Background: an optimization exercise with open tools, aiming at small area, a short achievable clock period and few clock cycles. Do not read the settings as production practice.
Only simulation tests tie the RTL to the original design; equivalence was not proved.
No activity file was given, so power comes from the tool's default toggle rates.

==> design.v <==
module div_fp64(
	input         clock,
	input         reset,
	input         valid_in,
	input  [2:0]  rm,
	input  [63:0] dividend,
	input  [63:0] divisor,
	output        valid_out,
	output [63:0] quotient,
	output        nv,
	output        dz,
	output        of,
	output        uf,
	output        nx
);
wire [10:0] ea = dividend[62:52];
wire [10:0] eb = divisor[62:52];
wire [51:0] fa = dividend[51:0];
wire [51:0] fb = divisor[51:0];
wire a_ez = ~|ea;
wire b_ez = ~|eb;
wire a_eo = &ea;
wire b_eo = &eb;
wire a_fz = ~|fa;
wire b_fz = ~|fb;
wire a_zero = a_ez & a_fz;
wire b_zero = b_ez & b_fz;
wire a_inf  = a_eo & a_fz;
wire b_inf  = b_eo & b_fz;
wire a_nan  = a_eo & ~a_fz;
wire b_nan  = b_eo & ~b_fz;
wire a_snan = a_nan & ~fa[51];
wire b_snan = b_nan & ~fb[51];
wire zero_res = (a_zero & ~b_zero & ~b_nan) | (~a_eo & b_inf);
wire inf_res  = (a_inf & ~b_eo) | (~a_eo & ~a_zero & b_zero);
wire nan_res  = a_nan | b_nan | (a_zero & b_zero) | (a_inf & b_inf);
wire special  = zero_res | inf_res | nan_res;
wire sign     = dividend[63] ^ divisor[63];
wire [52:0] xa  = {~a_ez, fa};
wire [52:0] xb  = {~b_ez, fb};
wire [10:0] ea1 = {ea[10:1], ea[0] | a_ez};
wire [10:0] eb1 = {eb[10:1], eb[0] | b_ez};
reg         s_idle, s_norm, s_iter, s_post, s_shift, s_final;
reg         vout;
reg  [56:0] WS, WC;   
reg  [6:0]  Y;        
reg  [52:0] D;        
reg  [55:0] Q;        
reg  [12:0] E;        
reg         e_lo, e_lo1, e_deep, e_ovf;
reg  [10:0] EB;
reg  [5:0]  cnt;
reg         first;
reg         st;       
reg         ng;       
reg         c_spec, c_zero, c_nan, c_qb, c_pa, c_pb, c_nv, c_dz, c_an;
reg         r_near, r_away, r_up;
reg         nv_r, dz_r, of_r, uf_r, nx_r;
reg  [3:0] qs;    
always @(*) begin
	case ({D[51:49], Y})
		10'd0: qs = 4'b0000;
		10'd1: qs = 4'b0000;
		10'd2: qs = 4'b0000;
		10'd3: qs = 4'b0000;
		10'd4: qs = 4'b0100;
		10'd5: qs = 4'b0100;
		10'd6: qs = 4'b0100;
		10'd7: qs = 4'b0100;
		10'd8: qs = 4'b0100;
		10'd9: qs = 4'b0100;
		10'd10: qs = 4'b0100;
		10'd11: qs = 4'b0100;
		10'd12: qs = 4'b1000;
		10'd13: qs = 4'b1000;
		10'd14: qs = 4'b1000;
		10'd15: qs = 4'b1000;
		10'd16: qs = 4'b1000;
		10'd17: qs = 4'b1000;
		10'd18: qs = 4'b1000;
		10'd19: qs = 4'b1000;
		10'd20: qs = 4'b1000;
		10'd21: qs = 4'b1000;
		10'd22: qs = 4'b1000;
		10'd23: qs = 4'b1000;
		10'd24: qs = 4'b1000;
		10'd25: qs = 4'b1000;
		10'd26: qs = 4'b1000;
		10'd27: qs = 4'b1000;
		10'd28: qs = 4'b1000;
		10'd29: qs = 4'b1000;
		10'd30: qs = 4'b1000;
		10'd31: qs = 4'b1000;
		10'd32: qs = 4'b1000;
		10'd33: qs = 4'b1000;
		10'd34: qs = 4'b1000;
		10'd35: qs = 4'b1000;
		10'd36: qs = 4'b1000;
		10'd37: qs = 4'b1000;
		10'd38: qs = 4'b1000;
		10'd39: qs = 4'b1000;
		10'd40: qs = 4'b1000;
		10'd41: qs = 4'b1000;
		10'd42: qs = 4'b1000;
		10'd43: qs = 4'b1000;
		10'd44: qs = 4'b1000;
		10'd45: qs = 4'b1000;
		10'd46: qs = 4'b1000;
		10'd47: qs = 4'b1000;
		10'd48: qs = 4'b1000;
		10'd49: qs = 4'b1000;
		10'd50: qs = 4'b1000;
		10'd51: qs = 4'b1000;
		10'd52: qs = 4'b1000;
		10'd53: qs = 4'b1000;
		10'd54: qs = 4'b1000;
		10'd55: qs = 4'b1000;
		10'd56: qs = 4'b1000;
		10'd57: qs = 4'b1000;
		10'd58: qs = 4'b1000;
		10'd59: qs = 4'b1000;
		10'd60: qs = 4'b1000;
		10'd61: qs = 4'b1000;
		10'd62: qs = 4'b1000;
		10'd63: qs = 4'b1000;
		10'd64: qs = 4'b0001;
		10'd65: qs = 4'b0001;
		10'd66: qs = 4'b0001;
		10'd67: qs = 4'b0001;
		10'd68: qs = 4'b0001;
		10'd69: qs = 4'b0001;
		10'd70: qs = 4'b0001;
		10'd71: qs = 4'b0001;
		10'd72: qs = 4'b0001;
		10'd73: qs = 4'b0001;
		10'd74: qs = 4'b0001;
		10'd75: qs = 4'b0001;
		10'd76: qs = 4'b0001;
		10'd77: qs = 4'b0001;
		10'd78: qs = 4'b0001;
		10'd79: qs = 4'b0001;
		10'd80: qs = 4'b0001;
		10'd81: qs = 4'b0001;
		10'd82: qs = 4'b0001;
		10'd83: qs = 4'b0001;
		10'd84: qs = 4'b0001;
		10'd85: qs = 4'b0001;
		10'd86: qs = 4'b0001;
		10'd87: qs = 4'b0001;
		10'd88: qs = 4'b0001;
		10'd89: qs = 4'b0001;
		10'd90: qs = 4'b0001;
		10'd91: qs = 4'b0001;
		10'd92: qs = 4'b0001;
		10'd93: qs = 4'b0001;
		10'd94: qs = 4'b0001;
		10'd95: qs = 4'b0001;
		10'd96: qs = 4'b0001;
		10'd97: qs = 4'b0001;
		10'd98: qs = 4'b0001;
		10'd99: qs = 4'b0001;
		10'd100: qs = 4'b0001;
		10'd101: qs = 4'b0001;
		10'd102: qs = 4'b0001;
		10'd103: qs = 4'b0001;
		10'd104: qs = 4'b0001;
		10'd105: qs = 4'b0001;
		10'd106: qs = 4'b0001;
		10'd107: qs = 4'b0001;
		10'd108: qs = 4'b0001;
		10'd109: qs = 4'b0001;
		10'd110: qs = 4'b0001;
		10'd111: qs = 4'b0001;
		10'd112: qs = 4'b0001;
		10'd113: qs = 4'b0001;
		10'd114: qs = 4'b0001;
		10'd115: qs = 4'b0010;
		10'd116: qs = 4'b0010;
		10'd117: qs = 4'b0010;
		10'd118: qs = 4'b0010;
		10'd119: qs = 4'b0010;
		10'd120: qs = 4'b0010;
		10'd121: qs = 4'b0010;
		10'd122: qs = 4'b0010;
		10'd123: qs = 4'b0010;
		10'd124: qs = 4'b0000;
		10'd125: qs = 4'b0000;
		10'd126: qs = 4'b0000;
		10'd127: qs = 4'b0000;
		10'd128: qs = 4'b0000;
		10'd129: qs = 4'b0000;
		10'd130: qs = 4'b0000;
		10'd131: qs = 4'b0000;
		10'd132: qs = 4'b0100;
		10'd133: qs = 4'b0100;
		10'd134: qs = 4'b0100;
		10'd135: qs = 4'b0100;
		10'd136: qs = 4'b0100;
		10'd137: qs = 4'b0100;
		10'd138: qs = 4'b0100;
		10'd139: qs = 4'b0100;
		10'd140: qs = 4'b0100;
		10'd141: qs = 4'b0100;
		10'd142: qs = 4'b1000;
		10'd143: qs = 4'b1000;
		10'd144: qs = 4'b1000;
		10'd145: qs = 4'b1000;
		10'd146: qs = 4'b1000;
		10'd147: qs = 4'b1000;
		10'd148: qs = 4'b1000;
		10'd149: qs = 4'b1000;
		10'd150: qs = 4'b1000;
		10'd151: qs = 4'b1000;
		10'd152: qs = 4'b1000;
		10'd153: qs = 4'b1000;
		10'd154: qs = 4'b1000;
		10'd155: qs = 4'b1000;
		10'd156: qs = 4'b1000;
		10'd157: qs = 4'b1000;
		10'd158: qs = 4'b1000;
		10'd159: qs = 4'b1000;
		10'd160: qs = 4'b1000;
		10'd161: qs = 4'b1000;
		10'd162: qs = 4'b1000;
		10'd163: qs = 4'b1000;
		10'd164: qs = 4'b1000;
		10'd165: qs = 4'b1000;
		10'd166: qs = 4'b1000;
		10'd167: qs = 4'b1000;
		10'd168: qs = 4'b1000;
		10'd169: qs = 4'b1000;
		10'd170: qs = 4'b1000;
		10'd171: qs = 4'b1000;
		10'd172: qs = 4'b1000;
		10'd173: qs = 4'b1000;
		10'd174: qs = 4'b1000;
		10'd175: qs = 4'b1000;
		10'd176: qs = 4'b1000;
		10'd177: qs = 4'b1000;
		10'd178: qs = 4'b1000;
		10'd179: qs = 4'b1000;
		10'd180: qs = 4'b1000;
		10'd181: qs = 4'b1000;
		10'd182: qs = 4'b1000;
		10'd183: qs = 4'b1000;
		10'd184: qs = 4'b1000;
		10'd185: qs = 4'b1000;
		10'd186: qs = 4'b1000;
		10'd187: qs = 4'b1000;
		10'd188: qs = 4'b1000;
		10'd189: qs = 4'b1000;
		10'd190: qs = 4'b1000;
		10'd191: qs = 4'b1000;
		10'd192: qs = 4'b0001;
		10'd193: qs = 4'b0001;
		10'd194: qs = 4'b0001;
		10'd195: qs = 4'b0001;
		10'd196: qs = 4'b0001;
		10'd197: qs = 4'b0001;
		10'd198: qs = 4'b0001;
		10'd199: qs = 4'b0001;
		10'd200: qs = 4'b0001;
		10'd201: qs = 4'b0001;
		10'd202: qs = 4'b0001;
		10'd203: qs = 4'b0001;
		10'd204: qs = 4'b0001;
		10'd205: qs = 4'b0001;
		10'd206: qs = 4'b0001;
		10'd207: qs = 4'b0001;
		10'd208: qs = 4'b0001;
		10'd209: qs = 4'b0001;
		10'd210: qs = 4'b0001;
		10'd211: qs = 4'b0001;
		10'd212: qs = 4'b0001;
		10'd213: qs = 4'b0001;
		10'd214: qs = 4'b0001;
		10'd215: qs = 4'b0001;
		10'd216: qs = 4'b0001;
		10'd217: qs = 4'b0001;
		10'd218: qs = 4'b0001;
		10'd219: qs = 4'b0001;
		10'd220: qs = 4'b0001;
		10'd221: qs = 4'b0001;
		10'd222: qs = 4'b0001;
		10'd223: qs = 4'b0001;
		10'd224: qs = 4'b0001;
		10'd225: qs = 4'b0001;
		10'd226: qs = 4'b0001;
		10'd227: qs = 4'b0001;
		10'd228: qs = 4'b0001;
		10'd229: qs = 4'b0001;
		10'd230: qs = 4'b0001;
		10'd231: qs = 4'b0001;
		10'd232: qs = 4'b0001;
		10'd233: qs = 4'b0001;
		10'd234: qs = 4'b0001;
		10'd235: qs = 4'b0001;
		10'd236: qs = 4'b0001;
		10'd237: qs = 4'b0001;
		10'd238: qs = 4'b0001;
		10'd239: qs = 4'b0001;
		10'd240: qs = 4'b0001;
		10'd241: qs = 4'b0010;
		10'd242: qs = 4'b0010;
		10'd243: qs = 4'b0010;
		10'd244: qs = 4'b0010;
		10'd245: qs = 4'b0010;
		10'd246: qs = 4'b0010;
		10'd247: qs = 4'b0010;
		10'd248: qs = 4'b0010;
		10'd249: qs = 4'b0010;
		10'd250: qs = 4'b0010;
		10'd251: qs = 4'b0000;
		10'd252: qs = 4'b0000;
		10'd253: qs = 4'b0000;
		10'd254: qs = 4'b0000;
		10'd255: qs = 4'b0000;
		10'd256: qs = 4'b0000;
		10'd257: qs = 4'b0000;
		10'd258: qs = 4'b0000;
		10'd259: qs = 4'b0000;
		10'd260: qs = 4'b0100;
		10'd261: qs = 4'b0100;
		10'd262: qs = 4'b0100;
		10'd263: qs = 4'b0100;
		10'd264: qs = 4'b0100;
		10'd265: qs = 4'b0100;
		10'd266: qs = 4'b0100;
		10'd267: qs = 4'b0100;
		10'd268: qs = 4'b0100;
		10'd269: qs = 4'b0100;
		10'd270: qs = 4'b0100;
		10'd271: qs = 4'b1000;
		10'd272: qs = 4'b1000;
		10'd273: qs = 4'b1000;
		10'd274: qs = 4'b1000;
		10'd275: qs = 4'b1000;
		10'd276: qs = 4'b1000;
		10'd277: qs = 4'b1000;
		10'd278: qs = 4'b1000;
		10'd279: qs = 4'b1000;
		10'd280: qs = 4'b1000;
		10'd281: qs = 4'b1000;
		10'd282: qs = 4'b1000;
		10'd283: qs = 4'b1000;
		10'd284: qs = 4'b1000;
		10'd285: qs = 4'b1000;
		10'd286: qs = 4'b1000;
		10'd287: qs = 4'b1000;
		10'd288: qs = 4'b1000;
		10'd289: qs = 4'b1000;
		10'd290: qs = 4'b1000;
		10'd291: qs = 4'b1000;
		10'd292: qs = 4'b1000;
		10'd293: qs = 4'b1000;
		10'd294: qs = 4'b1000;
		10'd295: qs = 4'b1000;
		10'd296: qs = 4'b1000;
		10'd297: qs = 4'b1000;
		10'd298: qs = 4'b1000;
		10'd299: qs = 4'b1000;
		10'd300: qs = 4'b1000;
		10'd301: qs = 4'b1000;
		10'd302: qs = 4'b1000;
		10'd303: qs = 4'b1000;
		10'd304: qs = 4'b1000;
		10'd305: qs = 4'b1000;
		10'd306: qs = 4'b1000;
		10'd307: qs = 4'b1000;
		10'd308: qs = 4'b1000;
		10'd309: qs = 4'b1000;
		10'd310: qs = 4'b1000;
		10'd311: qs = 4'b1000;
		10'd312: qs = 4'b1000;
		10'd313: qs = 4'b1000;
		10'd314: qs = 4'b1000;
		10'd315: qs = 4'b1000;
		10'd316: qs = 4'b1000;
		10'd317: qs = 4'b1000;
		10'd318: qs = 4'b1000;
		10'd319: qs = 4'b1000;
		10'd320: qs = 4'b0001;
		10'd321: qs = 4'b0001;
		10'd322: qs = 4'b0001;
		10'd323: qs = 4'b0001;
		10'd324: qs = 4'b0001;
		10'd325: qs = 4'b0001;
		10'd326: qs = 4'b0001;
		10'd327: qs = 4'b0001;
		10'd328: qs = 4'b0001;
		10'd329: qs = 4'b0001;
		10'd330: qs = 4'b0001;
		10'd331: qs = 4'b0001;
		10'd332: qs = 4'b0001;
		10'd333: qs = 4'b0001;
		10'd334: qs = 4'b0001;
		10'd335: qs = 4'b0001;
		10'd336: qs = 4'b0001;
		10'd337: qs = 4'b0001;
		10'd338: qs = 4'b0001;
		10'd339: qs = 4'b0001;
		10'd340: qs = 4'b0001;
		10'd341: qs = 4'b0001;
		10'd342: qs = 4'b0001;
		10'd343: qs = 4'b0001;
		10'd344: qs = 4'b0001;
		10'd345: qs = 4'b0001;
		10'd346: qs = 4'b0001;
		10'd347: qs = 4'b0001;
		10'd348: qs = 4'b0001;
		10'd349: qs = 4'b0001;
		10'd350: qs = 4'b0001;
		10'd351: qs = 4'b0001;
		10'd352: qs = 4'b0001;
		10'd353: qs = 4'b0001;
		10'd354: qs = 4'b0001;
		10'd355: qs = 4'b0001;
		10'd356: qs = 4'b0001;
		10'd357: qs = 4'b0001;
		10'd358: qs = 4'b0001;
		10'd359: qs = 4'b0001;
		10'd360: qs = 4'b0001;
		10'd361: qs = 4'b0001;
		10'd362: qs = 4'b0001;
		10'd363: qs = 4'b0001;
		10'd364: qs = 4'b0001;
		10'd365: qs = 4'b0001;
		10'd366: qs = 4'b0001;
		10'd367: qs = 4'b0001;
		10'd368: qs = 4'b0010;
		10'd369: qs = 4'b0010;
		10'd370: qs = 4'b0010;
		10'd371: qs = 4'b0010;
		10'd372: qs = 4'b0010;
		10'd373: qs = 4'b0010;
		10'd374: qs = 4'b0010;
		10'd375: qs = 4'b0010;
		10'd376: qs = 4'b0010;
		10'd377: qs = 4'b0010;
		10'd378: qs = 4'b0010;
		10'd379: qs = 4'b0000;
		10'd380: qs = 4'b0000;
		10'd381: qs = 4'b0000;
		10'd382: qs = 4'b0000;
		10'd383: qs = 4'b0000;
		10'd384: qs = 4'b0000;
		10'd385: qs = 4'b0000;
		10'd386: qs = 4'b0000;
		10'd387: qs = 4'b0000;
		10'd388: qs = 4'b0100;
		10'd389: qs = 4'b0100;
		10'd390: qs = 4'b0100;
		10'd391: qs = 4'b0100;
		10'd392: qs = 4'b0100;
		10'd393: qs = 4'b0100;
		10'd394: qs = 4'b0100;
		10'd395: qs = 4'b0100;
		10'd396: qs = 4'b0100;
		10'd397: qs = 4'b0100;
		10'd398: qs = 4'b0100;
		10'd399: qs = 4'b0100;
		10'd400: qs = 4'b1000;
		10'd401: qs = 4'b1000;
		10'd402: qs = 4'b1000;
		10'd403: qs = 4'b1000;
		10'd404: qs = 4'b1000;
		10'd405: qs = 4'b1000;
		10'd406: qs = 4'b1000;
		10'd407: qs = 4'b1000;
		10'd408: qs = 4'b1000;
		10'd409: qs = 4'b1000;
		10'd410: qs = 4'b1000;
		10'd411: qs = 4'b1000;
		10'd412: qs = 4'b1000;
		10'd413: qs = 4'b1000;
		10'd414: qs = 4'b1000;
		10'd415: qs = 4'b1000;
		10'd416: qs = 4'b1000;
		10'd417: qs = 4'b1000;
		10'd418: qs = 4'b1000;
		10'd419: qs = 4'b1000;
		10'd420: qs = 4'b1000;
		10'd421: qs = 4'b1000;
		10'd422: qs = 4'b1000;
		10'd423: qs = 4'b1000;
		10'd424: qs = 4'b1000;
		10'd425: qs = 4'b1000;
		10'd426: qs = 4'b1000;
		10'd427: qs = 4'b1000;
		10'd428: qs = 4'b1000;
		10'd429: qs = 4'b1000;
		10'd430: qs = 4'b1000;
		10'd431: qs = 4'b1000;
		10'd432: qs = 4'b1000;
		10'd433: qs = 4'b1000;
		10'd434: qs = 4'b1000;
		10'd435: qs = 4'b1000;
		10'd436: qs = 4'b1000;
		10'd437: qs = 4'b1000;
		10'd438: qs = 4'b1000;
		10'd439: qs = 4'b1000;
		10'd440: qs = 4'b1000;
		10'd441: qs = 4'b1000;
		10'd442: qs = 4'b1000;
		10'd443: qs = 4'b1000;
		10'd444: qs = 4'b1000;
		10'd445: qs = 4'b1000;
		10'd446: qs = 4'b1000;
		10'd447: qs = 4'b1000;
		10'd448: qs = 4'b0001;
		10'd449: qs = 4'b0001;
		10'd450: qs = 4'b0001;
		10'd451: qs = 4'b0001;
		10'd452: qs = 4'b0001;
		10'd453: qs = 4'b0001;
		10'd454: qs = 4'b0001;
		10'd455: qs = 4'b0001;
		10'd456: qs = 4'b0001;
		10'd457: qs = 4'b0001;
		10'd458: qs = 4'b0001;
		10'd459: qs = 4'b0001;
		10'd460: qs = 4'b0001;
		10'd461: qs = 4'b0001;
		10'd462: qs = 4'b0001;
		10'd463: qs = 4'b0001;
		10'd464: qs = 4'b0001;
		10'd465: qs = 4'b0001;
		10'd466: qs = 4'b0001;
		10'd467: qs = 4'b0001;
		10'd468: qs = 4'b0001;
		10'd469: qs = 4'b0001;
		10'd470: qs = 4'b0001;
		10'd471: qs = 4'b0001;
		10'd472: qs = 4'b0001;
		10'd473: qs = 4'b0001;
		10'd474: qs = 4'b0001;
		10'd475: qs = 4'b0001;
		10'd476: qs = 4'b0001;
		10'd477: qs = 4'b0001;
		10'd478: qs = 4'b0001;
		10'd479: qs = 4'b0001;
		10'd480: qs = 4'b0001;
		10'd481: qs = 4'b0001;
		10'd482: qs = 4'b0001;
		10'd483: qs = 4'b0001;
		10'd484: qs = 4'b0001;
		10'd485: qs = 4'b0001;
		10'd486: qs = 4'b0001;
		10'd487: qs = 4'b0001;
		10'd488: qs = 4'b0001;
		10'd489: qs = 4'b0001;
		10'd490: qs = 4'b0001;
		10'd491: qs = 4'b0001;
		10'd492: qs = 4'b0001;
		10'd493: qs = 4'b0001;
		10'd494: qs = 4'b0010;
		10'd495: qs = 4'b0010;
		10'd496: qs = 4'b0010;
		10'd497: qs = 4'b0010;
		10'd498: qs = 4'b0010;
		10'd499: qs = 4'b0010;
		10'd500: qs = 4'b0010;
		10'd501: qs = 4'b0010;
		10'd502: qs = 4'b0010;
		10'd503: qs = 4'b0010;
		10'd504: qs = 4'b0010;
		10'd505: qs = 4'b0010;
		10'd506: qs = 4'b0000;
		10'd507: qs = 4'b0000;
		10'd508: qs = 4'b0000;
		10'd509: qs = 4'b0000;
		10'd510: qs = 4'b0000;
		10'd511: qs = 4'b0000;
		10'd512: qs = 4'b0000;
		10'd513: qs = 4'b0000;
		10'd514: qs = 4'b0000;
		10'd515: qs = 4'b0000;
		10'd516: qs = 4'b0000;
		10'd517: qs = 4'b0000;
		10'd518: qs = 4'b0100;
		10'd519: qs = 4'b0100;
		10'd520: qs = 4'b0100;
		10'd521: qs = 4'b0100;
		10'd522: qs = 4'b0100;
		10'd523: qs = 4'b0100;
		10'd524: qs = 4'b0100;
		10'd525: qs = 4'b0100;
		10'd526: qs = 4'b0100;
		10'd527: qs = 4'b0100;
		10'd528: qs = 4'b0100;
		10'd529: qs = 4'b0100;
		10'd530: qs = 4'b1000;
		10'd531: qs = 4'b1000;
		10'd532: qs = 4'b1000;
		10'd533: qs = 4'b1000;
		10'd534: qs = 4'b1000;
		10'd535: qs = 4'b1000;
		10'd536: qs = 4'b1000;
		10'd537: qs = 4'b1000;
		10'd538: qs = 4'b1000;
		10'd539: qs = 4'b1000;
		10'd540: qs = 4'b1000;
		10'd541: qs = 4'b1000;
		10'd542: qs = 4'b1000;
		10'd543: qs = 4'b1000;
		10'd544: qs = 4'b1000;
		10'd545: qs = 4'b1000;
		10'd546: qs = 4'b1000;
		10'd547: qs = 4'b1000;
		10'd548: qs = 4'b1000;
		10'd549: qs = 4'b1000;
		10'd550: qs = 4'b1000;
		10'd551: qs = 4'b1000;
		10'd552: qs = 4'b1000;
		10'd553: qs = 4'b1000;
		10'd554: qs = 4'b1000;
		10'd555: qs = 4'b1000;
		10'd556: qs = 4'b1000;
		10'd557: qs = 4'b1000;
		10'd558: qs = 4'b1000;
		10'd559: qs = 4'b1000;
		10'd560: qs = 4'b1000;
		10'd561: qs = 4'b1000;
		10'd562: qs = 4'b1000;
		10'd563: qs = 4'b1000;
		10'd564: qs = 4'b1000;
		10'd565: qs = 4'b1000;
		10'd566: qs = 4'b1000;
		10'd567: qs = 4'b1000;
		10'd568: qs = 4'b1000;
		10'd569: qs = 4'b1000;
		10'd570: qs = 4'b1000;
		10'd571: qs = 4'b1000;
		10'd572: qs = 4'b1000;
		10'd573: qs = 4'b1000;
		10'd574: qs = 4'b1000;
		10'd575: qs = 4'b1000;
		10'd576: qs = 4'b0001;
		10'd577: qs = 4'b0001;
		10'd578: qs = 4'b0001;
		10'd579: qs = 4'b0001;
		10'd580: qs = 4'b0001;
		10'd581: qs = 4'b0001;
		10'd582: qs = 4'b0001;
		10'd583: qs = 4'b0001;
		10'd584: qs = 4'b0001;
		10'd585: qs = 4'b0001;
		10'd586: qs = 4'b0001;
		10'd587: qs = 4'b0001;
		10'd588: qs = 4'b0001;
		10'd589: qs = 4'b0001;
		10'd590: qs = 4'b0001;
		10'd591: qs = 4'b0001;
		10'd592: qs = 4'b0001;
		10'd593: qs = 4'b0001;
		10'd594: qs = 4'b0001;
		10'd595: qs = 4'b0001;
		10'd596: qs = 4'b0001;
		10'd597: qs = 4'b0001;
		10'd598: qs = 4'b0001;
		10'd599: qs = 4'b0001;
		10'd600: qs = 4'b0001;
		10'd601: qs = 4'b0001;
		10'd602: qs = 4'b0001;
		10'd603: qs = 4'b0001;
		10'd604: qs = 4'b0001;
		10'd605: qs = 4'b0001;
		10'd606: qs = 4'b0001;
		10'd607: qs = 4'b0001;
		10'd608: qs = 4'b0001;
		10'd609: qs = 4'b0001;
		10'd610: qs = 4'b0001;
		10'd611: qs = 4'b0001;
		10'd612: qs = 4'b0001;
		10'd613: qs = 4'b0001;
		10'd614: qs = 4'b0001;
		10'd615: qs = 4'b0001;
		10'd616: qs = 4'b0001;
		10'd617: qs = 4'b0001;
		10'd618: qs = 4'b0001;
		10'd619: qs = 4'b0001;
		10'd620: qs = 4'b0010;
		10'd621: qs = 4'b0010;
		10'd622: qs = 4'b0010;
		10'd623: qs = 4'b0010;
		10'd624: qs = 4'b0010;
		10'd625: qs = 4'b0010;
		10'd626: qs = 4'b0010;
		10'd627: qs = 4'b0010;
		10'd628: qs = 4'b0010;
		10'd629: qs = 4'b0010;
		10'd630: qs = 4'b0010;
		10'd631: qs = 4'b0010;
		10'd632: qs = 4'b0010;
		10'd633: qs = 4'b0010;
		10'd634: qs = 4'b0000;
		10'd635: qs = 4'b0000;
		10'd636: qs = 4'b0000;
		10'd637: qs = 4'b0000;
		10'd638: qs = 4'b0000;
		10'd639: qs = 4'b0000;
		10'd640: qs = 4'b0000;
		10'd641: qs = 4'b0000;
		10'd642: qs = 4'b0000;
		10'd643: qs = 4'b0000;
		10'd644: qs = 4'b0000;
		10'd645: qs = 4'b0000;
		10'd646: qs = 4'b0100;
		10'd647: qs = 4'b0100;
		10'd648: qs = 4'b0100;
		10'd649: qs = 4'b0100;
		10'd650: qs = 4'b0100;
		10'd651: qs = 4'b0100;
		10'd652: qs = 4'b0100;
		10'd653: qs = 4'b0100;
		10'd654: qs = 4'b0100;
		10'd655: qs = 4'b0100;
		10'd656: qs = 4'b0100;
		10'd657: qs = 4'b0100;
		10'd658: qs = 4'b0100;
		10'd659: qs = 4'b0100;
		10'd660: qs = 4'b1000;
		10'd661: qs = 4'b1000;
		10'd662: qs = 4'b1000;
		10'd663: qs = 4'b1000;
		10'd664: qs = 4'b1000;
		10'd665: qs = 4'b1000;
		10'd666: qs = 4'b1000;
		10'd667: qs = 4'b1000;
		10'd668: qs = 4'b1000;
		10'd669: qs = 4'b1000;
		10'd670: qs = 4'b1000;
		10'd671: qs = 4'b1000;
		10'd672: qs = 4'b1000;
		10'd673: qs = 4'b1000;
		10'd674: qs = 4'b1000;
		10'd675: qs = 4'b1000;
		10'd676: qs = 4'b1000;
		10'd677: qs = 4'b1000;
		10'd678: qs = 4'b1000;
		10'd679: qs = 4'b1000;
		10'd680: qs = 4'b1000;
		10'd681: qs = 4'b1000;
		10'd682: qs = 4'b1000;
		10'd683: qs = 4'b1000;
		10'd684: qs = 4'b1000;
		10'd685: qs = 4'b1000;
		10'd686: qs = 4'b1000;
		10'd687: qs = 4'b1000;
		10'd688: qs = 4'b1000;
		10'd689: qs = 4'b1000;
		10'd690: qs = 4'b1000;
		10'd691: qs = 4'b1000;
		10'd692: qs = 4'b1000;
		10'd693: qs = 4'b1000;
		10'd694: qs = 4'b1000;
		10'd695: qs = 4'b1000;
		10'd696: qs = 4'b1000;
		10'd697: qs = 4'b1000;
		10'd698: qs = 4'b1000;
		10'd699: qs = 4'b1000;
		10'd700: qs = 4'b1000;
		10'd701: qs = 4'b1000;
		10'd702: qs = 4'b1000;
		10'd703: qs = 4'b1000;
		10'd704: qs = 4'b0001;
		10'd705: qs = 4'b0001;
		10'd706: qs = 4'b0001;
		10'd707: qs = 4'b0001;
		10'd708: qs = 4'b0001;
		10'd709: qs = 4'b0001;
		10'd710: qs = 4'b0001;
		10'd711: qs = 4'b0001;
		10'd712: qs = 4'b0001;
		10'd713: qs = 4'b0001;
		10'd714: qs = 4'b0001;
		10'd715: qs = 4'b0001;
		10'd716: qs = 4'b0001;
		10'd717: qs = 4'b0001;
		10'd718: qs = 4'b0001;
		10'd719: qs = 4'b0001;
		10'd720: qs = 4'b0001;
		10'd721: qs = 4'b0001;
		10'd722: qs = 4'b0001;
		10'd723: qs = 4'b0001;
		10'd724: qs = 4'b0001;
		10'd725: qs = 4'b0001;
		10'd726: qs = 4'b0001;
		10'd727: qs = 4'b0001;
		10'd728: qs = 4'b0001;
		10'd729: qs = 4'b0001;
		10'd730: qs = 4'b0001;
		10'd731: qs = 4'b0001;
		10'd732: qs = 4'b0001;
		10'd733: qs = 4'b0001;
		10'd734: qs = 4'b0001;
		10'd735: qs = 4'b0001;
		10'd736: qs = 4'b0001;
		10'd737: qs = 4'b0001;
		10'd738: qs = 4'b0001;
		10'd739: qs = 4'b0001;
		10'd740: qs = 4'b0001;
		10'd741: qs = 4'b0001;
		10'd742: qs = 4'b0001;
		10'd743: qs = 4'b0001;
		10'd744: qs = 4'b0001;
		10'd745: qs = 4'b0001;
		10'd746: qs = 4'b0001;
		10'd747: qs = 4'b0001;
		10'd748: qs = 4'b0010;
		10'd749: qs = 4'b0010;
		10'd750: qs = 4'b0010;
		10'd751: qs = 4'b0010;
		10'd752: qs = 4'b0010;
		10'd753: qs = 4'b0010;
		10'd754: qs = 4'b0010;
		10'd755: qs = 4'b0010;
		10'd756: qs = 4'b0010;
		10'd757: qs = 4'b0010;
		10'd758: qs = 4'b0010;
		10'd759: qs = 4'b0010;
		10'd760: qs = 4'b0010;
		10'd761: qs = 4'b0010;
		10'd762: qs = 4'b0000;
		10'd763: qs = 4'b0000;
		10'd764: qs = 4'b0000;
		10'd765: qs = 4'b0000;
		10'd766: qs = 4'b0000;
		10'd767: qs = 4'b0000;
		10'd768: qs = 4'b0000;
		10'd769: qs = 4'b0000;
		10'd770: qs = 4'b0000;
		10'd771: qs = 4'b0000;
		10'd772: qs = 4'b0000;
		10'd773: qs = 4'b0000;
		10'd774: qs = 4'b0100;
		10'd775: qs = 4'b0100;
		10'd776: qs = 4'b0100;
		10'd777: qs = 4'b0100;
		10'd778: qs = 4'b0100;
		10'd779: qs = 4'b0100;
		10'd780: qs = 4'b0100;
		10'd781: qs = 4'b0100;
		10'd782: qs = 4'b0100;
		10'd783: qs = 4'b0100;
		10'd784: qs = 4'b0100;
		10'd785: qs = 4'b0100;
		10'd786: qs = 4'b0100;
		10'd787: qs = 4'b0100;
		10'd788: qs = 4'b1000;
		10'd789: qs = 4'b1000;
		10'd790: qs = 4'b1000;
		10'd791: qs = 4'b1000;
		10'd792: qs = 4'b1000;
		10'd793: qs = 4'b1000;
		10'd794: qs = 4'b1000;
		10'd795: qs = 4'b1000;
		10'd796: qs = 4'b1000;
		10'd797: qs = 4'b1000;
		10'd798: qs = 4'b1000;
		10'd799: qs = 4'b1000;
		10'd800: qs = 4'b1000;
		10'd801: qs = 4'b1000;
		10'd802: qs = 4'b1000;
		10'd803: qs = 4'b1000;
		10'd804: qs = 4'b1000;
		10'd805: qs = 4'b1000;
		10'd806: qs = 4'b1000;
		10'd807: qs = 4'b1000;
		10'd808: qs = 4'b1000;
		10'd809: qs = 4'b1000;
		10'd810: qs = 4'b1000;
		10'd811: qs = 4'b1000;
		10'd812: qs = 4'b1000;
		10'd813: qs = 4'b1000;
		10'd814: qs = 4'b1000;
		10'd815: qs = 4'b1000;
		10'd816: qs = 4'b1000;
		10'd817: qs = 4'b1000;
		10'd818: qs = 4'b1000;
		10'd819: qs = 4'b1000;
		10'd820: qs = 4'b1000;
		10'd821: qs = 4'b1000;
		10'd822: qs = 4'b1000;
		10'd823: qs = 4'b1000;
		10'd824: qs = 4'b1000;
		10'd825: qs = 4'b1000;
		10'd826: qs = 4'b1000;
		10'd827: qs = 4'b1000;
		10'd828: qs = 4'b1000;
		10'd829: qs = 4'b1000;
		10'd830: qs = 4'b1000;
		10'd831: qs = 4'b1000;
		10'd832: qs = 4'b0001;
		10'd833: qs = 4'b0001;
		10'd834: qs = 4'b0001;
		10'd835: qs = 4'b0001;
		10'd836: qs = 4'b0001;
		10'd837: qs = 4'b0001;
		10'd838: qs = 4'b0001;
		10'd839: qs = 4'b0001;
		10'd840: qs = 4'b0001;
		10'd841: qs = 4'b0001;
		10'd842: qs = 4'b0001;
		10'd843: qs = 4'b0001;
		10'd844: qs = 4'b0001;
		10'd845: qs = 4'b0001;
		10'd846: qs = 4'b0001;
		10'd847: qs = 4'b0001;
		10'd848: qs = 4'b0001;
		10'd849: qs = 4'b0001;
		10'd850: qs = 4'b0001;
		10'd851: qs = 4'b0001;
		10'd852: qs = 4'b0001;
		10'd853: qs = 4'b0001;
		10'd854: qs = 4'b0001;
		10'd855: qs = 4'b0001;
		10'd856: qs = 4'b0001;
		10'd857: qs = 4'b0001;
		10'd858: qs = 4'b0001;
		10'd859: qs = 4'b0001;
		10'd860: qs = 4'b0001;
		10'd861: qs = 4'b0001;
		10'd862: qs = 4'b0001;
		10'd863: qs = 4'b0001;
		10'd864: qs = 4'b0001;
		10'd865: qs = 4'b0001;
		10'd866: qs = 4'b0001;
		10'd867: qs = 4'b0001;
		10'd868: qs = 4'b0001;
		10'd869: qs = 4'b0001;
		10'd870: qs = 4'b0001;
		10'd871: qs = 4'b0001;
		10'd872: qs = 4'b0001;
		10'd873: qs = 4'b0001;
		10'd874: qs = 4'b0010;
		10'd875: qs = 4'b0010;
		10'd876: qs = 4'b0010;
		10'd877: qs = 4'b0010;
		10'd878: qs = 4'b0010;
		10'd879: qs = 4'b0010;
		10'd880: qs = 4'b0010;
		10'd881: qs = 4'b0010;
		10'd882: qs = 4'b0010;
		10'd883: qs = 4'b0010;
		10'd884: qs = 4'b0010;
		10'd885: qs = 4'b0010;
		10'd886: qs = 4'b0010;
		10'd887: qs = 4'b0010;
		10'd888: qs = 4'b0010;
		10'd889: qs = 4'b0010;
		10'd890: qs = 4'b0000;
		10'd891: qs = 4'b0000;
		10'd892: qs = 4'b0000;
		10'd893: qs = 4'b0000;
		10'd894: qs = 4'b0000;
		10'd895: qs = 4'b0000;
		10'd896: qs = 4'b0000;
		10'd897: qs = 4'b0000;
		10'd898: qs = 4'b0000;
		10'd899: qs = 4'b0000;
		10'd900: qs = 4'b0000;
		10'd901: qs = 4'b0000;
		10'd902: qs = 4'b0000;
		10'd903: qs = 4'b0000;
		10'd904: qs = 4'b0100;
		10'd905: qs = 4'b0100;
		10'd906: qs = 4'b0100;
		10'd907: qs = 4'b0100;
		10'd908: qs = 4'b0100;
		10'd909: qs = 4'b0100;
		10'd910: qs = 4'b0100;
		10'd911: qs = 4'b0100;
		10'd912: qs = 4'b0100;
		10'd913: qs = 4'b0100;
		10'd914: qs = 4'b0100;
		10'd915: qs = 4'b0100;
		10'd916: qs = 4'b0100;
		10'd917: qs = 4'b0100;
		10'd918: qs = 4'b0100;
		10'd919: qs = 4'b0100;
		10'd920: qs = 4'b1000;
		10'd921: qs = 4'b1000;
		10'd922: qs = 4'b1000;
		10'd923: qs = 4'b1000;
		10'd924: qs = 4'b1000;
		10'd925: qs = 4'b1000;
		10'd926: qs = 4'b1000;
		10'd927: qs = 4'b1000;
		10'd928: qs = 4'b1000;
		10'd929: qs = 4'b1000;
		10'd930: qs = 4'b1000;
		10'd931: qs = 4'b1000;
		10'd932: qs = 4'b1000;
		10'd933: qs = 4'b1000;
		10'd934: qs = 4'b1000;
		10'd935: qs = 4'b1000;
		10'd936: qs = 4'b1000;
		10'd937: qs = 4'b1000;
		10'd938: qs = 4'b1000;
		10'd939: qs = 4'b1000;
		10'd940: qs = 4'b1000;
		10'd941: qs = 4'b1000;
		10'd942: qs = 4'b1000;
		10'd943: qs = 4'b1000;
		10'd944: qs = 4'b1000;
		10'd945: qs = 4'b1000;
		10'd946: qs = 4'b1000;
		10'd947: qs = 4'b1000;
		10'd948: qs = 4'b1000;
		10'd949: qs = 4'b1000;
		10'd950: qs = 4'b1000;
		10'd951: qs = 4'b1000;
		10'd952: qs = 4'b1000;
		10'd953: qs = 4'b1000;
		10'd954: qs = 4'b1000;
		10'd955: qs = 4'b1000;
		10'd956: qs = 4'b1000;
		10'd957: qs = 4'b1000;
		10'd958: qs = 4'b1000;
		10'd959: qs = 4'b1000;
		10'd960: qs = 4'b0001;
		10'd961: qs = 4'b0001;
		10'd962: qs = 4'b0001;
		10'd963: qs = 4'b0001;
		10'd964: qs = 4'b0001;
		10'd965: qs = 4'b0001;
		10'd966: qs = 4'b0001;
		10'd967: qs = 4'b0001;
		10'd968: qs = 4'b0001;
		10'd969: qs = 4'b0001;
		10'd970: qs = 4'b0001;
		10'd971: qs = 4'b0001;
		10'd972: qs = 4'b0001;
		10'd973: qs = 4'b0001;
		10'd974: qs = 4'b0001;
		10'd975: qs = 4'b0001;
		10'd976: qs = 4'b0001;
		10'd977: qs = 4'b0001;
		10'd978: qs = 4'b0001;
		10'd979: qs = 4'b0001;
		10'd980: qs = 4'b0001;
		10'd981: qs = 4'b0001;
		10'd982: qs = 4'b0001;
		10'd983: qs = 4'b0001;
		10'd984: qs = 4'b0001;
		10'd985: qs = 4'b0001;
		10'd986: qs = 4'b0001;
		10'd987: qs = 4'b0001;
		10'd988: qs = 4'b0001;
		10'd989: qs = 4'b0001;
		10'd990: qs = 4'b0001;
		10'd991: qs = 4'b0001;
		10'd992: qs = 4'b0001;
		10'd993: qs = 4'b0001;
		10'd994: qs = 4'b0001;
		10'd995: qs = 4'b0001;
		10'd996: qs = 4'b0001;
		10'd997: qs = 4'b0001;
		10'd998: qs = 4'b0001;
		10'd999: qs = 4'b0001;
		10'd1000: qs = 4'b0010;
		10'd1001: qs = 4'b0010;
		10'd1002: qs = 4'b0010;
		10'd1003: qs = 4'b0010;
		10'd1004: qs = 4'b0010;
		10'd1005: qs = 4'b0010;
		10'd1006: qs = 4'b0010;
		10'd1007: qs = 4'b0010;
		10'd1008: qs = 4'b0010;
		10'd1009: qs = 4'b0010;
		10'd1010: qs = 4'b0010;
		10'd1011: qs = 4'b0010;
		10'd1012: qs = 4'b0010;
		10'd1013: qs = 4'b0010;
		10'd1014: qs = 4'b0010;
		10'd1015: qs = 4'b0010;
		10'd1016: qs = 4'b0000;
		10'd1017: qs = 4'b0000;
		10'd1018: qs = 4'b0000;
		10'd1019: qs = 4'b0000;
		10'd1020: qs = 4'b0000;
		10'd1021: qs = 4'b0000;
		10'd1022: qs = 4'b0000;
		10'd1023: qs = 4'b0000;
		default: qs = 4'b0000;
	endcase
end
wire qp2 = qs[3];
wire qp1 = qs[2];
wire qn1 = qs[1];
wire qn2 = qs[0];
wire qpos = qp2 | qp1;
wire qneg = qn1 | qn2;
wire [57:0] d4 = {3'b0, D, 2'b0};
wire [57:0] d8 = {2'b0, D, 3'b0};
wire [57:0] mop = ({58{qp1}} & ~d4) | ({58{qp2}} & ~d8) | ({58{qn1}} & d4) | ({58{qn2}} & d8);
wire [57:0] wa = {WS[55:0], 2'b0};
wire [57:0] wb = {WC[55:0], 2'b0};
wire [57:0] ws_n = wa ^ wb ^ mop;
wire [57:0] wc_n = {((wa & wb) | (wa & mop) | (wb & mop)), qpos};
wire [7:0] ea8 = wa[55:48];
wire [7:0] eb8 = wb[55:48];
wire [6:0] y_ab = ea8[7:1] + eb8[7:1];
function [6:0] est;
	input [6:0] s;
	input [7:0] a, b, m;    
	begin
		est = s + m[7:1] + {6'd0, (a[0] & b[0]) | (a[0] & m[0]) | (b[0] & m[0])};
	end
endfunction
wire [6:0] y_p2 = est(y_ab, ea8, eb8, ~d8[55:48]);
wire [6:0] y_p1 = est(y_ab, ea8, eb8, ~d4[55:48]);
wire [6:0] y_z  = est(y_ab, ea8, eb8, 8'd0);
wire [6:0] y_m1 = est(y_ab, ea8, eb8, d4[55:48]);
wire [6:0] y_m2 = est(y_ab, ea8, eb8, d8[55:48]);
wire [6:0] y_n  = ({7{qp2}} & y_p2) | ({7{qp1}} & y_p1) | ({7{~qpos & ~qneg}} & y_z) |
                  ({7{qn1}} & y_m1) | ({7{qn2}} & y_m2);
wire [53:0] qdec = Q[53:0] - 54'd1;
wire [1:0]  qd   = {qp2 | qn2 | qn1, qp1 | qn1};
wire [55:0] q_it = {(qneg ? qdec : Q[53:0]), qd};
wire        stop = (c_an ? (cnt == 6'd27) : (Q[53] | Q[52])) | (e_le3 & ~first);
function y_clear_f;
	input [6:0] y;
	y_clear_f = y[6] ? (y <= 7'h7d) : (y != 7'd0);
endfunction
reg         yc;
wire        y_clear = yc;
wire        xtra    = s_post & ~y_clear & ~lim;
reg         lim;      
wire        rem_nz  = y_clear;
wire        rem_neg = y_clear & Y[6];
function lt_c;
	input [12:0] e;
	input [12:0] c;
	integer i;
	reg lt, eq;
	reg [12:0] u, v;
	begin
		u = e ^ 13'h1000;
		v = c ^ 13'h1000;
		lt = 1'b0;
		eq = 1'b1;
		for (i = 12; i >= 0; i = i - 1) begin
			lt = lt | (eq & ~u[i] & v[i]);
			eq = eq & (u[i] == v[i]);
		end
		lt_c = lt;
	end
endfunction
wire        shift_post = Q[55] | Q[54] | e_lo;
wire        sh_more    = s_post ? (shift_post & (Q[55] | e_lo1)) : (~e_deep & (e_lo1 | Q[55]));
reg         m_sub, m_dec;    
reg  [12:0] e_inc, e_dec;
integer j;
always @(*) begin
	for (j = 0; j < 13; j = j + 1) begin
		e_inc[j] = E[j] ^ (&(E | ~((13'd1 << j) - 13'd1)));
		e_dec[j] = (j == 0) ? E[0] : (E[j] ^ ~|(E & ((13'd1 << j) - 13'd2)));
	end
end
wire [12:0] e_sub = E - {2'b0, EB};
wire        m_inc = s_norm | (s_post & ~xtra & shift_post) | (s_shift & ~e_deep);
reg  [12:0] e_nx;      
always @(*) begin
	if (m_sub)
		e_nx = e_sub;
	else if (m_dec)
		e_nx = e_dec;
	else if (m_inc)
		e_nx = e_inc;
	else if (s_shift)
		e_nx = -13'sd1075;
	else
		e_nx = E;
end
wire        eo_ovf = ~lt_c(e_nx, 13'sd1025);      
wire        eo_unf = lt_c(e_nx, -13'sd1075);      
wire        i_out  = c_spec | (m_sub & (eo_ovf | eo_unf));
reg         x_ovf, x_unf;
reg         e_le3;
wire        fast = s_post & ~xtra & ~Q[55] & ~Q[54] & ~e_lo;
function [3:0] rnd;       
	input q0, q1, n, sk;
	reg b, r, l, k, u;
	begin
		b   = n & ~q0;
		r   = q0 ^ n;
		l   = q1 ^ b;
		k   = sk | n;
		u   = r_near ? (r & (k | l | r_away)) : (r_up & (r | k));
		rnd = {u & ~b, ~u & b, r | k, b};
	end
endfunction
wire [3:0]  rd_f = rnd(Q[0], Q[1], rem_neg, rem_nz);
wire [3:0]  rd_n = rnd(Q[0], Q[1], ng, st);
wire [3:0]  rd   = fast ? rd_f : rd_n;
wire        inc  = rd[3];
wire        dec  = rd[2];
wire        inx  = rd[1];
wire [10:0] ebias = E[10:0] + 11'd1076;
wire [10:0] ef   = Q[53] ? ebias : 11'd0;
wire [62:0] pk   = {ef, Q[52:1]};
reg  [62:0] ones;    
integer k;
always @(*) begin
	ones[0] = 1'b1;
	for (k = 1; k < 63; k = k + 1)
		ones[k] = ones[k-1] & pk[k-1];
end
wire        fz   = ~|Q[52:1];
wire [10:0] ef_d = ef - {10'd0, fz};
wire [62:0] sum  = dec ? {ef_d, qdec[52:1]} : (pk ^ ({63{inc}} & ones));
wire        ovf  = e_ovf | (inc & ones[52] & (ef == 11'h7fe));
wire        unf  = ((ef == 11'd0) & ~(inc & ones[52])) | ((ef == 11'd1) & dec & fz);
wire [50:0] payload = ({51{c_pa}} & fa[50:0]) | ({51{c_pb}} & fb[50:0]) | {50'd0, ~c_pa & ~c_pb};
wire [63:0] res_special = {sign, {11{~c_zero}}, (c_nan ? {c_qb, payload} : 52'd0)};
wire [63:0] res_normal  = ovf ? {sign, 11'h7ff, 52'd0} : {sign, sum};
wire [63:0] res_ovf = {sign, 11'h7ff, 52'd0};
wire [63:0] res_unf = {sign, 11'd0, 51'd0, r_up};
wire [63:0] res = c_spec ? res_special : (x_ovf ? res_ovf : (x_unf ? res_unf : res_normal));
wire       yc_n = (qp2 & y_clear_f(y_p2)) | (qp1 & y_clear_f(y_p1)) | (~qpos & ~qneg & y_clear_f(y_z)) |
                  (qn1 & y_clear_f(y_m1)) | (qn2 & y_clear_f(y_m2));
wire [6:0] y_d = (s_iter | xtra) ? y_n : {3'b0, xa[52:49]};
always @(posedge clock or posedge reset) begin
	if (reset) begin
		s_idle  <= 1'b1;
		s_norm  <= 1'b0;
		s_iter  <= 1'b0;
		s_post  <= 1'b0;
		s_shift <= 1'b0;
		s_final <= 1'b0;
		vout    <= 1'b0;
	end else begin
		vout    <= s_final | fast;
		s_idle  <= (s_idle & ~valid_in) | s_final | fast;
		s_norm  <= (s_idle & valid_in & ~xb[52]) | (s_norm & ~c_spec & ~D[51]);
		s_iter  <= (s_idle & valid_in & xb[52]) | (s_norm & ~c_spec & D[51]) | (s_iter & ~i_out & ~stop);
		s_post  <= (s_iter & ~i_out & stop) | xtra;
		s_shift <= ((s_post & ~xtra & ~fast) | s_shift) & sh_more;
		s_final <= (s_norm & c_spec) | (s_iter & i_out) | (((s_post & ~xtra & ~fast) | s_shift) & ~sh_more);
	end
end
always @(posedge clock) begin
	c_spec <= special;
	c_an   <= ~a_ez;
	c_zero <= zero_res;
	c_nan  <= nan_res;
	c_qb   <= ~(a_snan | b_snan);
	c_pa   <= a_nan;
	c_pb   <= ~a_nan & b_nan;
	c_nv   <= nan_res;
	c_dz   <= ~a_eo & ~a_zero & b_zero;
	r_near <= (rm == 3'd0) | (rm == 3'd4);
	r_away <= rm[2];
	r_up   <= ((rm == 3'd3) & ~sign) | ((rm == 3'd2) & sign);
	EB     <= eb1;
	first  <= s_idle | s_norm;
	m_sub  <= (s_idle & valid_in & xb[52]) | (s_norm & D[51]);
	m_dec  <= s_iter & ~stop;
	nv_r   <= c_nv;
	dz_r   <= c_dz;
	of_r   <= ~c_spec & (x_ovf | (~x_unf & ovf));
	uf_r   <= ~c_spec & (x_unf | (~x_ovf & ~ovf & unf & inx));
	nx_r   <= ~c_spec & (x_ovf | x_unf | ovf | inx);
	x_ovf  <= s_iter & m_sub & eo_ovf;
	x_unf  <= s_iter & m_sub & eo_unf;
	E      <= s_idle ? {2'b0, ea1} : e_nx;
	e_lo   <= lt_c(e_nx, -13'sd1075);      
	e_le3  <= lt_c(e_nx, -13'sd1072);      
	e_lo1  <= lt_c(e_nx, -13'sd1076);      
	e_deep <= lt_c(e_nx, -13'sd1140);      
	e_ovf  <= ~lt_c(e_nx, 13'sd971);       
	Y  <= y_d;
	yc <= (s_iter | xtra) ? yc_n : y_clear_f({3'b0, xa[52:49]});
	if (s_iter | xtra) begin
		WS <= ws_n[56:0];
		WC <= wc_n[56:0];
	end else if (s_final | fast) begin
		WS <= res[56:0];
		WC <= {50'd0, res[63:57]};
	end else begin
		WS <= {4'b0, xa};
		WC <= 57'd0;
	end
	if (s_idle)
		D <= xb;
	else if (s_norm)
		D <= {D[51:0], 1'b0};
	if (s_idle) begin
		Q   <= 56'd0;
		cnt <= 6'd0;
	end
	if (s_iter) begin
		Q   <= q_it;
		cnt <= stop ? 6'd0 : cnt + 6'd1;
		lim <= 1'b0;
	end
	if (xtra) begin
		cnt <= cnt + 6'd1;
		lim <= (cnt == 6'd26);
	end
	if (s_post & ~xtra) begin
		if (shift_post) begin
			Q  <= {1'b0, Q[55:1]};
			st <= rem_nz | Q[0];
			ng <= rem_neg & ~Q[0];
		end else begin
			st <= rem_nz;
			ng <= rem_neg;
		end
	end
	if (s_shift) begin
		if (e_deep) begin
			Q  <= 56'd0;
			st <= 1'b1;
			ng <= 1'b0;
		end else begin
			Q  <= {1'b0, Q[55:1]};
			st <= st | Q[0];
			ng <= ng & ~Q[0];
		end
	end
end
assign valid_out = vout;
assign quotient  = {WC[6:0], WS};
assign nv = nv_r;
assign dz = dz_r;
assign of = of_r;
assign uf = uf_r;
assign nx = nx_r;
endmodule
==> flow/run.sh <==
#!/bin/bash
set -euo pipefail
cd "$(dirname "$0")/.."
bash standard.sh synth > flow_synth.log 2>&1
bash standard.sh finish 'BUFFER_PORTS_ARGS=-buffer_cell sky130_fd_sc_hd__buf_1' SETUP_SLACK_MARGIN=7.5 \
	CTS_CLUSTER_SIZE=20 CTS_CLUSTER_DIAMETER=100 CORE_UTILIZATION=60 > flow_layout.log 2>&1
==> standard.sh <==
#!/bin/bash
# synth_recipe.tcl (not shown) runs the flow's synth.tcl, then flattens the netlist and writes it again
# the make line also repeats each setting of config.mk as NAME=value (left out here)
make -C /OpenROAD-flow-scripts/flow DESIGN_CONFIG=/design/flow/config.mk WORK_HOME=/design/flow/orfs CLKGATE_MAP_FILE= SYNTH_SCRIPT=/design/flow/synth_recipe.tcl "${@:-finish}"
==> config.mk <==
export PLATFORM = sky130hd
export DESIGN_NAME = div_fp64
export DESIGN_NICKNAME = div_fp64
export VERILOG_FILES = /design/flow/design.v
export SDC_FILE = /design/flow/constraint.sdc
export NUM_CORES = 8
export LEC_CHECK = 0
export CAP_MARGIN = 20
export CORE_MARGIN = 2
export CORE_UTILIZATION = 40
export SETUP_SLACK_MARGIN = 0.2
export SLEW_MARGIN = 20
==> constraint.sdc <==
create_clock -name core_clock -period 11.0 [get_ports {clock}]
set_input_delay 2.2000 -clock core_clock [delete_from_list [all_inputs] [get_ports {clock}]]
set_output_delay 2.2000 -clock core_clock [all_outputs]
set_load 0.01 [all_outputs]
==> results.json <==
{
  "irDropWorstVdd_v": 0.000394,
  "worst-path-buf-inv": 1,
  "grt_overflow": 0,
  "clkPwrFrac_pct": 8.5,
  "relSlewSlack_pct": 27.4,
  "powerDensity_mw_per_mm2": 355,
  "ys_types": 93,
  "clock_latency_ns": 0.54,
  "cts_tree": "yes",
  "r2r_cells": 14,
  "drive_gt1_share_pct": 13.5,
  "grt_max_degree": 77,
  "critical_path_peak_fanout": 9,
  "io_pins": 204,
  "min_path_type": "reg2reg",
  "synth_edf_count": 62,
  "ys_warn_count": 1,
  "wl_um": 90800,
  "path_class": "reg2reg",
  "switching_share_pct": 52.5,
  "drv_slew": 0,
  "power_frac_comb_pct": 66.7,
  "wl_per_cell_um": 28.0,
  "initial_utilization_pct": 60.6,
  "arrival_ns": 3.94,
  "cpLargestDelayFamily": "simple AND/OR/NAND/NOR gates",
  "synth_area_sq_mm": 0.0214,
  "synth_ff_type": "dfxtp_1",
  "critPathMaxStageDelay_ns": 0.53,
  "p_int_w": 0.00415,
  "cp-end-kind": "register",
  "htreeDepth": 1,
  "holdWs_ns": 0.351,
  "cp-startpoint": "Q[21]",
  "track_usage_pct": 46.5,
  "fin_skew_ns": 0.0214,
  "required_ns": 11.39,
  "pwr-share-seq_pct": 24.8,
  "path_cells": "or4_4, nor4bb_4, buf_4, nand3b_4, or4_4, nor3_4, ha_4, ha_4, nand2_4, a21oi_4, nand2_2, a22oi_2, xor2_1, o221ai_1",
  "clockBufferDepth": 3,
  "synthTopCellsByArea": "dfxtp_1, edfxtp_1, fa_1",
  "yosys.area.top_type": "dfxtp_1",
  "tightest_slew_ns": 1.09,
  "r2r-end": "WC[5]",
  "async_flop_share_pct": 2.37,
  "finalSetupViolCount": 0,
  "synthCells": 2643,
  "cp_num_cells": 14,
  "min_period_over_period_pct": 32.3,
  "coreArea_sq_mm": 0.0353,
  "p_leak_nw": 8.98,
  "ant_nets": 0,
  "drc_errors": 0,
  "fin_crit_ns": 3.55,
  "critPathSlowestCell": "or4_4",
  "num_rows": 69,
  "grt_pass1_vias": 21400,
  "r2r-start": "Q[21]",
  "status": "no timing/DRC/antenna violations",
  "fmax_ghz": 0.282,
  "synth.avg_cell_area_sq_um": 8.09,
  "grt_pass1_wl_um": 130000,
  "root_buffer": "clkbuf_16",
  "pre_cts_slack_ns": 6.45,
  "hpwl_um": 61500,
  "die_w_um": 193,
  "antenna_found_initial": 3,
  "io_buffers": 203,
  "synth.yosys.seq_area_share_pct": 30.7,
  "clock_sinks": 295,
  "area_delta_synth_final_pct": 15.0,
  "firstDrtPassIters": 7,
  "synthesis.nets": 2902,
  "finalWorstSetupSlack_ns": 7.45,
  "clkTransAtPathRegs_ns": 0.10,
  "p_sw_w": 0.00459,
  "gp_congestion": 1.05,
  "finalNetCount": 3031,
  "hold_viol": 0,
  "die_height_um": 193,
  "vias": 23200,
  "synth_seq_cells": 295,
  "cp-endpoint": "WC[5]",
  "finalSetupTns_ns": 0,
  "drv_cap": 0,
  "die_area_sq_mm": 0.0372,
  "cts_buffers": 18,
  "synth_top_area_share_pct": 21.2,
  "post_drt_via_cell_ratio": 7.15,
  "final.fill_count": 2926,
  "rsz0062_at_grt": "true",
  "r2r_setup_slack_ns": 7.45,
  "start_kind": "register",
  "dr.first_iter.drc_count": 3027,
  "holdBufCountCts": 0
}
==> state kept, by name (all words and copies together) (netlist names), 6 cells and up <==
register  cells
E            13
Y             7
WS           57
Q            56
EB           11
cnt           6
WC           55
D            53
==> final cells by class <==
| class | count | area (sq um) | area share (%) |
|---|---|---|---|
| sequential | 295 | 6640 | 27.0 |
| tap | 461 | 577 | 2.35 |
| inverter | 204 | 777 | 3.16 |
| multi-input combinational | 1935 | 14300 | 58.0 |
| antenna | 5 | 12.5 | 0.0509 |
| timing repair buffer | 318 | 1770 | 7.20 |
| clock buffer | 31 | 541 | 2.20 |
==> metal layers <==
metal / share of wire, % / routed length (um) / vias to the layer above / GRT usage, %
met2: 42 / 38400 / 1974 / 70.5
met4: 9.0 / 8190 / 0 / 30.3
li1: - / - / 9907 / -
met3: 14 / 12900 / 505 / 13.2
met5: 0 / 0 / - / 0
met1: 34 / 31300 / 10900 / 57.9
==> metrics by stage <==
| step | power (W) | util, % | std cells | area (sq um) |
|---|---|---|---|---|
| 2_1_floorplan | 0.00534 | - | 2643 | 21400 |
| 3_3_place_gp | 0.00687 | 63.0 | 3133 | 22200 |
| 3_5_place_dp | 0.00695 | 63.0 | 3133 | 22200 |
| 4_1_cts | 0.00806 | 66.8 | 3201 | 23600 |
| 5_1_grt | 0.00915 | 69.6 | 3246 | 24600 |
| 6_report | 0.00873 | 69.7 | 3249 | 24600 |
==> cells by family (layout without fill, tap and decap cells) <==
logic type | after synthesis | count (layout) | synth area share, %
and+or+nand+nor | 806 | 809 | 18.3
adders and majority gates | 125 | 125 | 9.49
buffers and inverters | 416 | 553 | 7.54
other | 0 | 5 | 0
DFF | 295 | 295 | 30.7
muxes | 36 | 36 | 1.87
AOI/OAI and AO/OA | 797 | 797 | 25.3
xor gates and xnor gates | 168 | 168 | 6.88
==> worst reg2reg max path, cell delays in order, from the launching register on <==
cell and delay, ns:
dfxtp_4 0.39, or4_4 0.53, nor4bb_4 0.30, buf_4 0.18
nand3b_4 0.11, or4_4 0.53, nor3_4 0.22, ha_4 0.20
ha_4 0.14, nand2_4 0.05, a21oi_4 0.15, nand2_2 0.09
a22oi_2 0.20, xor2_1 0.19, o221ai_1 0.12
==> repair_timing <==
item / 4_1_cts / 5_1_grt
setup buffers: 34 / 41
pin swaps: 30 / 47
cloned: 3 / 2
gates resized for setup: 117 / 134
endpoints found under the setup margin: 176 / 97
==> layout by cell type, fill, tap and decap left out, types with 42 or more instances in the layout <==
master,instances
ha_1,53
nor3_1,62
nand2_1,175
xnor2_1,72
o21ai_0,193
dfxtp_1,191
o221ai_1,42
a221oi_1,75
buf_4,102
nor2_1,245
edfxtp_1,62
fa_1,57
a22oi_1,54
o22ai_1,68
a21oi_1,111
buf_1,200
xor2_1,78
nand3_1,63
inv_1,193
==> Yosys cell counts, types with 66 or more instances <==
| cell | n |
|---|---|
| nor2_1 | 254 |
| dfxtp_1 | 226 |
| o21ai_0 | 201 |
| inv_1 | 200 |
| nand2_1 | 182 |
| clkbuf_1 | 179 |
| a21oi_1 | 122 |
| a221oi_1 | 85 |
| xnor2_1 | 85 |
| xor2_1 | 83 |
| o22ai_1 | 69 |
| nand3_1 | 67 |
| nor3_1 | 66 |
==> power groups by stage <==
stage	registers [W]	logic, W	clock network [W]
final	0.00217	0.00583	0.000739
after floorplan	0.00184	0.00350	0
after global placement	0.00214	0.00473	0
after detailed placement	0.00215	0.00480	0
after CTS	0.00213	0.00519	0.000735
after global routing	0.00221	0.00617	0.000771
==> how the worst min path moves through the flow <==
| stage | cells past startpoint | endpoint | slack, ns | start |
|---|---|---|---|---|
| 2_1_floorplan | 0 | dz_r | 0.31 | c_dz |
| 3_3_place_gp | 0 | dz_r | 0.32 | c_dz |
| 3_5_place_dp | 0 | dz_r | 0.32 | c_dz |
| 4_1_cts | 0 | dz_r | 0.35 | c_dz |
| 5_1_grt | 0 | dz_r | 0.36 | c_dz |
| 6_report | 0 | dz_r | 0.35 | c_dz |
Testbench counts, summed over its fixed seeds: cycles 285,462.

==> static timing again, ports no longer ideal <==
No port has a modelled driver above. Below, the same layout with a new extraction and two added sets of constraints. Step 1, drivers: a clkbuf_16 drives clock and a buf_2 each remaining input, both assumed. Step 2, shift: input delay + t, output delay - t, t = (earliest + latest rising clock arrival at the registers) / 2. This alone moves slack from input paths to output paths. Slacks: no drivers / after step 1 / after step 2; pairs: no drivers / after step 1.
shift t [ns]: 0.585
setup WS [ns]: 7.451 / 7.451 / 6.870
worst setup path after step 2: input to register
After both steps setup and hold are still met in this run. The setup slack of this run moves by 0.000 ns with the drivers and by -0.581 ns with both steps.
